Background: an optimization exercise with open tools, aiming at small area and a short achievable clock period. Do not read the settings as production practice. No functional check of the RTL was part of this run.

==> design.v <==
module DCT
#(
  parameter horizontal = 1		  
)
(
	input wire        CLK,  
	input wire        RST,  
	input wire i_stb,	
	input wire  [7:0] i_D0,
	input wire  [7:0] i_D1,
	input wire  [7:0] i_D2,
	input wire  [7:0] i_D3,
	input wire  [7:0] i_D4,
	input wire  [7:0] i_D5,
	input wire  [7:0] i_D6,
	input wire  [7:0] i_D7,
  	output wire o_stb, 
	output wire signed [15:0] o_D0,
	output wire signed [15:0] o_D1,
	output wire signed [15:0] o_D2,
	output wire signed [15:0] o_D3,
	output wire signed [15:0] o_D4,
	output wire signed [15:0] o_D5,
	output wire signed [15:0] o_D6,
	output wire signed [15:0] o_D7
  ); 
  	assign o_D0=s3_DST0;
	assign o_D1=s3_DST1;
	assign o_D2=s3_DST2;
	assign o_D3=s3_DST3;
	assign o_D4=s3_DST4;
	assign o_D5=s3_DST5;
	assign o_D6=s3_DST6;
	assign o_D7=s3_DST7;	
localparam  TRANSFORM_JPEG_IPREC_CONST_BITS   =     13																   ;
localparam  TRANSFORM_JPEG_IPREC_CONST_MULTIPLIER = (1<<TRANSFORM_JPEG_IPREC_CONST_BITS)							   ;
localparam  TRANSFORM_JPEG_IFAST_CONST_BITS       = 8																   ;
localparam  TRANSFORM_JPEG_IFAST_CONST_MULTIPLIER = (1<<TRANSFORM_JPEG_IFAST_CONST_BITS)							   ;
localparam  PASS1_BITS = 2																								;
localparam  Shift1st  = TRANSFORM_JPEG_IPREC_CONST_BITS - PASS1_BITS;												   ;
localparam  Add1st    = 1<<(Shift1st-1); 																			   ;
localparam  Shift2nd  = TRANSFORM_JPEG_IPREC_CONST_BITS + PASS1_BITS -1;										  ;
localparam  Add2nd    = 1<<(Shift2nd-1); 	
localparam Add = horizontal ? Add1st : Add2nd;
localparam Shift = horizontal ? Shift1st : Shift2nd;
localparam integer m_P_0o298631336 = 2446;  
localparam integer m_P_0o390180644 = 3196;  
localparam integer m_P_0o541196100 = 4433;  
localparam integer m_P_0o765366865 = 6270;  
localparam integer m_P_0o899976223 = 7373;  
localparam integer m_P_1o175875602 = 9633;  
localparam integer m_P_1o501321110 = 12299;  
localparam integer m_P_1o847759065 = 15137;  
localparam integer m_P_1o961570560 = 16069;  
localparam integer m_P_2o053119869 = 16819;  
localparam integer m_P_2o562915447 = 20995;  
localparam integer m_P_3o072711026 = 25172;  
  reg s1_stb;
  reg signed [31:0]  s1_D0;
  reg signed [31:0] s1_D1;
  reg signed [31:0] s1_D2;
  reg signed [31:0] s1_D3;
  reg signed [31:0] s1_D4;
  reg signed [31:0] s1_D5;
  reg signed [31:0] s1_D6;
  reg signed [31:0] s1_D7;	 
  reg signed [31:0] s1_E0;
  reg signed [31:0] s1_E1;
  reg signed [31:0] s1_E2;
  reg signed [31:0] s1_E3;
  reg signed [31:0] s1_O3;
  reg signed [31:0] s1_O2;
  reg signed [31:0] s1_O1;
  reg signed [31:0] s1_O0;	  
  always@(posedge CLK)
	  if(RST) s1_stb <= 1'b0;
	  else    s1_stb <= i_stb;
  always@(posedge CLK)begin   
	  s1_D0 <=  i_D0 ;
	  s1_D1	<=  i_D1 ;
	  s1_D2	<=  i_D2 ;
	  s1_D3	<=  i_D3 ;
	  s1_D4	<=  i_D4 ;
	  s1_D5	<=  i_D5 ;
	  s1_D6	<=  i_D6 ;
	  s1_D7	<=  i_D7 ;
	  s1_E0	<=  i_D0 + i_D7;
	  s1_E1	<=  i_D1 + i_D6;
	  s1_E2 <=  i_D2 + i_D5;
	  s1_E3	<=  i_D3 + i_D4;
	  s1_O3	<=  i_D3 - i_D4;
	  s1_O2	<=  i_D2 - i_D5;
	  s1_O1	<=  i_D1 - i_D6;
	  s1_O0	<=  i_D0 - i_D7;	  
	  end
  reg s2_stb;
  reg signed [31:0] s2_D0;
  reg signed [31:0] s2_D1;
  reg signed [31:0] s2_D2;
  reg signed [31:0] s2_D3;
  reg signed [31:0] s2_D4;
  reg signed [31:0] s2_D5;
  reg signed [31:0] s2_D6;
  reg signed [31:0] s2_D7;	 
  reg signed [31:0] s2_E0;
  reg signed [31:0] s2_E1;
  reg signed [31:0] s2_E2;
  reg signed [31:0] s2_E3;
  reg signed [31:0] s2_O3;
  reg signed [31:0] s2_O2;
  reg signed [31:0] s2_O1;
  reg signed [31:0] s2_O0;	 
  reg signed [31:0] s2_EE0;
  reg signed [31:0] s2_EO0;
  reg signed [31:0] s2_EE1;
  reg signed [31:0] s2_EO1;
  reg signed [31:0] s2_B;
  reg signed [31:0] s2_B1;
  reg signed [31:0] s2_B2;
  reg signed [31:0] s2_B3;
  reg signed [31:0] s2_B4;
  reg signed [31:0] s2_A;
  always@(posedge CLK)begin  
	  s2_D0 <=  s1_D0 ;
	  s2_D1	<=  s1_D1 ;
	  s2_D2	<=  s1_D2 ;
	  s2_D3	<=  s1_D3 ;
	  s2_D4	<=  s1_D4 ;
	  s2_D5	<=  s1_D5 ;
	  s2_D6	<=  s1_D6 ;
	  s2_D7	<=  s1_D7 ;
	  s2_E0	<=  s1_E0;
	  s2_E1	<=  s1_E1;
	  s2_E2 <=  s1_E2;
	  s2_E3	<=  s1_E3;
	  s2_O3	<=  s1_O3;
	  s2_O2	<=  s1_O2;
	  s2_O1	<=  s1_O1;
	  s2_O0	<=  s1_O0;
	  s2_EE0 <=  s1_E0 + s1_E3;
	  s2_EO0 <=  s1_E0 - s1_E3;
	  s2_EE1 <=  s1_E1 + s1_E2;
	  s2_EO1 <=  s1_E1 - s1_E2;	
	s2_B  	<=  (s1_O0 + s1_O1 + s1_O2 + s1_O3)* m_P_1o175875602;
	s2_B1	<=(s1_O3+s1_O0)*(-m_P_0o899976223);
	s2_B2	<=(s1_O2+s1_O1)*(-m_P_2o562915447);
  end
  reg s2_stb_tmp;
  reg signed [31:0] s2b_EE0;
  reg signed [31:0] s2b_EE1;
  reg signed [31:0] s2b_EO0;
  reg signed [31:0] s2b_EO1;
  reg signed [31:0] s2b_O0;
  reg signed [31:0] s2b_O1;
  reg signed [31:0] s2b_O2;
  reg signed [31:0] s2b_O3;
  reg signed [31:0] s2b_B1;
  reg signed [31:0] s2b_B2;
  always@(posedge CLK)begin  
	s2_B3<=(s2_O3+s2_O1)*(-m_P_1o961570560)+s2_B;
	s2_B4<=(s2_O2+s2_O0)*(-m_P_0o390180644)+s2_B;
	s2_A <=(s2_EO1+s2_EO0)*m_P_0o541196100;
	s2b_EE0 <= s2_EE0;
	s2b_EE1 <= s2_EE1;
	s2b_EO0 <= s2_EO0;
	s2b_EO1 <= s2_EO1;
	s2b_O0  <= s2_O0;
	s2b_O1  <= s2_O1;
	s2b_O2  <= s2_O2;
	s2b_O3  <= s2_O3;
	s2b_B1  <= s2_B1;
	s2b_B2  <= s2_B2;
  end
  reg signed [15:0] s3_DST0;
  reg signed [15:0] s3_DST1;
  reg signed [15:0] s3_DST2;
  reg signed [15:0] s3_DST3;
  reg signed [15:0] s3_DST4;
  reg signed [15:0] s3_DST5;
  reg signed [15:0] s3_DST6;
  reg signed [15:0] s3_DST7;
  reg s3_stb;  
  always@(posedge CLK)
 begin  	 
	  s3_DST0 <=  (s2b_EE0 + s2b_EE1)<< PASS1_BITS;
	  s3_DST4 <=  (s2b_EE0 - s2b_EE1)<< PASS1_BITS;
	  s3_DST2 <=  (s2_A+ (s2b_EO0 * m_P_0o765366865) + Add) >> Shift;
	  s3_DST6 <=  (s2_A +(s2b_EO1 * (-m_P_1o847759065)) + Add) >> Shift;
	  s3_DST1 <=  (((s2b_O0 * (m_P_1o501321110))+s2b_B1 + s2_B4 + Add) >> Shift);	 
	  s3_DST3 <=  (((s2b_O1 * (m_P_3o072711026))+s2b_B2 + s2_B3 + Add) >> Shift);
	  s3_DST5 <=  (((s2b_O2 * (m_P_2o053119869))+s2b_B2 + s2_B4 + Add) >> Shift);
	  s3_DST7 <=  (((s2b_O3 * (m_P_0o298631336))+s2b_B1 + s2_B3 + Add) >> Shift);		
 end	 
  reg signed [15:0] s4_DST0;
  reg signed [15:0] s4_DST1;
  reg signed [15:0] s4_DST2;
  reg signed [15:0] s4_DST3;
  reg signed [15:0] s4_DST4;
  reg signed [15:0] s4_DST5;
  reg signed [15:0] s4_DST6;
  reg signed [15:0] s4_DST7;
  always@(posedge CLK)
	  if(RST) begin
	    s2_stb     <= 1'b0;
	    s2_stb_tmp <= 1'b0;
	    s3_stb     <= 1'b0;
	  end else begin
	    s2_stb     <= s1_stb;
	    s2_stb_tmp <= s2_stb;
	    s3_stb     <= s2_stb_tmp;
	  end
  assign o_stb=s3_stb;
endmodule	
==> run.sh <==
#!/bin/bash
# synth_recipe.tcl (not shown) runs the flow's synth.tcl, then flattens the netlist and writes it again
# the make line also repeats each setting of config.mk as NAME=value (left out here)
make -C /OpenROAD-flow-scripts/flow DESIGN_CONFIG=/design/flow/config.mk WORK_HOME=/design/flow/orfs CLKGATE_MAP_FILE= SYNTH_SCRIPT=/design/flow/synth_recipe.tcl finish
==> config.mk <==
export PLATFORM = sky130hd
export DESIGN_NAME = DCT
export DESIGN_NICKNAME = DCT
export VERILOG_FILES = /design/flow/design.v
export SDC_FILE = /design/flow/constraint.sdc
export NUM_CORES = 4
export LEC_CHECK = 0
export CAP_MARGIN = 20
export CORE_MARGIN = 2
export CORE_UTILIZATION = 40
export PLACE_DENSITY = 0.6
export SLEW_MARGIN = 20
==> constraint.sdc <==
create_clock -name core_clock -period 8.0 [get_ports {CLK}]
set_input_delay 1.6000 -clock core_clock [delete_from_list [all_inputs] [get_ports {CLK}]]
set_output_delay 1.6000 -clock core_clock [all_outputs]
set_load 0.01 [all_outputs]
==> run notes <==
## critical path, delay by kind of cell (launching register included)
family                     cells  cell delay (ps)
DFF                            1              360
and+or+nand+nor                3              370
xor gates and xnor gates       2              220
buffers and inverters          5              430
AOI/OAI and AO/OA             12             2730
adders and majority gates      8             3380
## repair_timing
action / CTS / global route
setup endpoints to repair: 0 / 18
gates resized for setup: 0 / 34
buffers inserted: 0 / 5
## final cells by class
| class | count | area, um2 |
|---|---|---|
| multi-input cells | 4148 | 44200 |
| clock inverters | 34 | 488 |
| repair buffers | 230 | 2200 |
| flip-flops and latches | 541 | 10800 |
| diodes | 5 | 12.5 |
| well taps | 2016 | 2520 |
| clock buffers | 84 | 1810 |
| inverters | 1453 | 5450 |
| fillers | 14400 | 82500 |
## cell families (layout without fill, tap and decap cells)
| group | Yosys count | after routing | synth area share |
|---|---|---|---|
| adder cells (fa/ha/maj) | 2040 | 2040 | 0.505 |
| buffers and inverters | 1477 | 1801 | 0.0923 |
| AO/OA/AOI/OAI | 862 | 862 | 0.0929 |
| AND/OR/NAND/NOR | 758 | 758 | 0.0601 |
| flip-flops | 541 | 541 | 0.179 |
| XOR/XNOR | 466 | 466 | 0.0680 |
| multiplexers | 15 | 15 | 0.00257 |
| other | 1 | 12 | 0.0000620 |
## Yosys cell counts, types with 7 or more instances
cell	instances	area, um2
o31ai_1	8	60.1
nand2b_1	56	350
o21a_1	44	330
nand3_1	43	215
fa_1	669	13400
a31oi_1	19	119
inv_1	1451	5450
nor3_1	57	285
o211ai_1	12	90.1
o21ba_2	7	70.1
xnor2_1	322	2820
a21oi_1	308	1540
or2_2	22	138
a211o_1	9	78.8
mux2i_1	11	110
or3_1	17	106
xor2_1	142	1240
nor2b_1	54	338
nor2_1	285	1070
o21ai_1	32	160
a211oi_1	30	225
a2111oi_0	7	61.3
ha_1	1371	17200
a21o_1	97	728
nand4_1	8	50.1
a21boi_0	12	90.1
o21bai_1	81	608
and3_1	50	313
nor4_1	7	43.8
clkbuf_1	13	48.8
and2_1	15	93.8
buf_4	11	82.6
o21ai_0	111	556
nand2_1	125	469
dfxtp_1	541	10800
## how the worst max path moves through the flow
stage                          start           endpoint  slack (ps)  cells after the start
detailed placement  s1_O2[1]$_DFF_P_   s2_B[26]$_DFF_P_         200                     29
global placement    s1_O3[1]$_DFF_P_   s2_B[26]$_DFF_P_         250                     29
finish              s1_O2[0]$_DFF_P_  s2_B2[25]$_DFF_P_         380                     30
CTS                 s2_O2[0]$_DFF_P_  s2_B4[26]$_DFF_P_         130                     33
global route        s2_O2[0]$_DFF_P_  s2_B4[26]$_DFF_P_          -3                     33
floorplan           s1_O3[1]$_DFF_P_   s2_B[26]$_DFF_P_         680                     29
## routing by layer
metal	wire length, um	share of wire	up-vias	global-route usage
met1	68300	0.46	19700	0.263
li1	-	-	20300	-
met2	67700	0.46	596	0.321
met5	119	0.00081	-	0
met3	7290	0.050	179	0.0280
met4	3560	0.024	22	0.0529
## flip-flops by register name, indices dropped and copies added, names as in the netlist, 10 cells and up
signal / flops
s2_B4: 27
s2_B3: 27
s3_DST7: 16
s3_DST3: 16
s3_DST6: 16
s3_DST2: 16
s3_DST5: 16
s3_DST0: 10
s2_B1: 24
s2_B: 27
s2_A: 27
s3_DST4: 11
s3_DST1: 16
s2b_B2: 26
s2b_B1: 24
s2_B2: 26
## per-stage QoR
step / hold slack, ps / instance area [um2] / TNS (ps)
after floorplan: 310 / 60500 / 0
after global placement: 312 / 65100 / 0
after detailed placement: 312 / 65100 / 0
after CTS: 303 / 67400 / 0
after global routing: 323 / 67500 / -2.70
final: 313 / 67500 / 0
==> summary.md <==
| Metric | Value |
|---|---|
| Num CTS Buffers | `66` |
| Fraction of layout cells with a size suffix above 1 | `0.0359` |
| CP arrival | `8160 ps` |
| Syn Area/Cell | `9.82 um2` |
| Endpoints failing setup | `0` |
| Worst slew margin | `0.268` |
| Dpl cells | `8383` |
| R2R setup slack | `380 ps` |
| WP data required | `8540 ps` |
| H-tree depth | `3` |
| Initial core utilization | `0.403` |
| Layout area overhead | `11.6%` |
| Core area | `150000 um2` |
| CP dominant cell by count | `fa_1` |
| Routed Antenna Nets | `0` |
| Async set-reset flop share out of synthesis | `0` |
| Fin. Hold Viols | `0` |
| Ys flop type | `dfxtp_1` |
| Reg clk slew, reported paths | `60 ps` |
| Worst-Skew Late Latency | `660 ps` |
| Hold Crit Start | `s2_B1[14]$_DFF_P_` |
| PortBufs | `188` |
| Final Max Tran Viols | `0` |
| TritonCTS sink count | `541` |
| Clock root buffer | `clkbuf_16` |
| Vias | `40.9k` |
| Worst hold path depth | `0` |
| Routed WL | `147000 um` |
| Final nets | `8547` |
| Die Ht | `393 um` |
| WS Path Type | `reg2reg` |
| Final core utilization | `0.450` |
| Max Clock Freq | `131 MHz` |
| FF-to-FF End | `s2_B2[25]$_DFF_P_` |
| Max-cap violations | `0` |
| Vias per inst | `4.80` |
| CP Launch Type | `flop` |
| IO Pins | `196` |
| Largest net degree at the start of global routing | `38` |
| # hold bufs at CTS | `0` |
| Sequential fraction of the synthesis area | `0.179` |
| Most frequent cells in the layout | `inv_1 (1450), ha_1 (1371), fa_1 (668)` |
| Worst Hold End | `s2b_B1[14]$_DFF_P_` |
| DR WL/cell | `17.3 um` |
| Yosys warns | `1` |
| Antenna violations before repair | `26` |
| Iter 0 DRT Violations | `1650` |
| Detailed Place HPWL | `131000 um` |
| Reg-to-reg critical path startpoint | `s1_O2[0]$_DFF_P_` |
| Status | `timing/DRC/antenna clean` |
| DRC Markers | `0` |
| Clock skew | `33.7 ps` |
| Global route overflow | `0` |
| GRT Total Usage | `0.194` |
| Number of flops mapped to enable cells by yosys | `0` |
| Worst-margin pin slew | `1090 ps` |
| Unrepaired setup endpoints after global routing | `true` |
| Time the worst path needs with I/O delays and setup | `7620 ps` |
| Max incr delay on CP | `530 ps` |
| Die W | `393 um` |
| First-pass GRT wire length | `229000 um` |
| Reg2Reg Depth | `30` |
| DIE AREA | `154000 um2` |
| Synthesized instance count | `6160` |
| Worst setup margin | `379 ps` |
| Post-Place Worst Slack | `204 ps` |
| Row count | `142` |
| Worst hold path type | `reg2reg` |
| Number of library cell types mapped by synthesis | `90` |
| Syn Std Cell Area | `60500 um2` |
| Critical Path Fanout Max | `6` |
| TritonRoute pass-1 iters | `5` |
| Longest Clk Path Bufs | `3` |
| Routability Congestion | `0.907` |
| Vias in the first global route | `42.4k` |
| Synth Register Bits | `541` |
| Crit-path slowest cell | `fa_1` |
| CTS tree | `built` |
| Most common cell after layout, fill and taps aside | `inv_1` |
| Period utilization | `0.953` |
| Finished Layout Cells | `8511` |
| CP Capture Type | `flop` |

separate check: timing with driven ports:
The flow's constraints put no driver on any port. The routed layout listed below was extracted and timed again, unchanged, in two steps.
Step 1, drivers: a clkbuf_16 drives CLK and a buf_2 each remaining input, both assumed.
Step 2, shift: input delay + t, output delay - t, t = (earliest + latest rising clock arrival at the registers) / 2. This alone moves slack from input paths to output paths.
Slacks: no drivers / after step 1 / after step 2; pairs: no drivers / after step 1.
t, ns: 0.724
slack for setup (ns): 0.379 / 0.379 / 0.379
clock arrival spread, ns: 0.045 / 0.045
After both steps setup and hold are still met in this run. For this run, drivers alone change the setup slack by 0.000 ns; drivers and shift together by 0.000 ns.
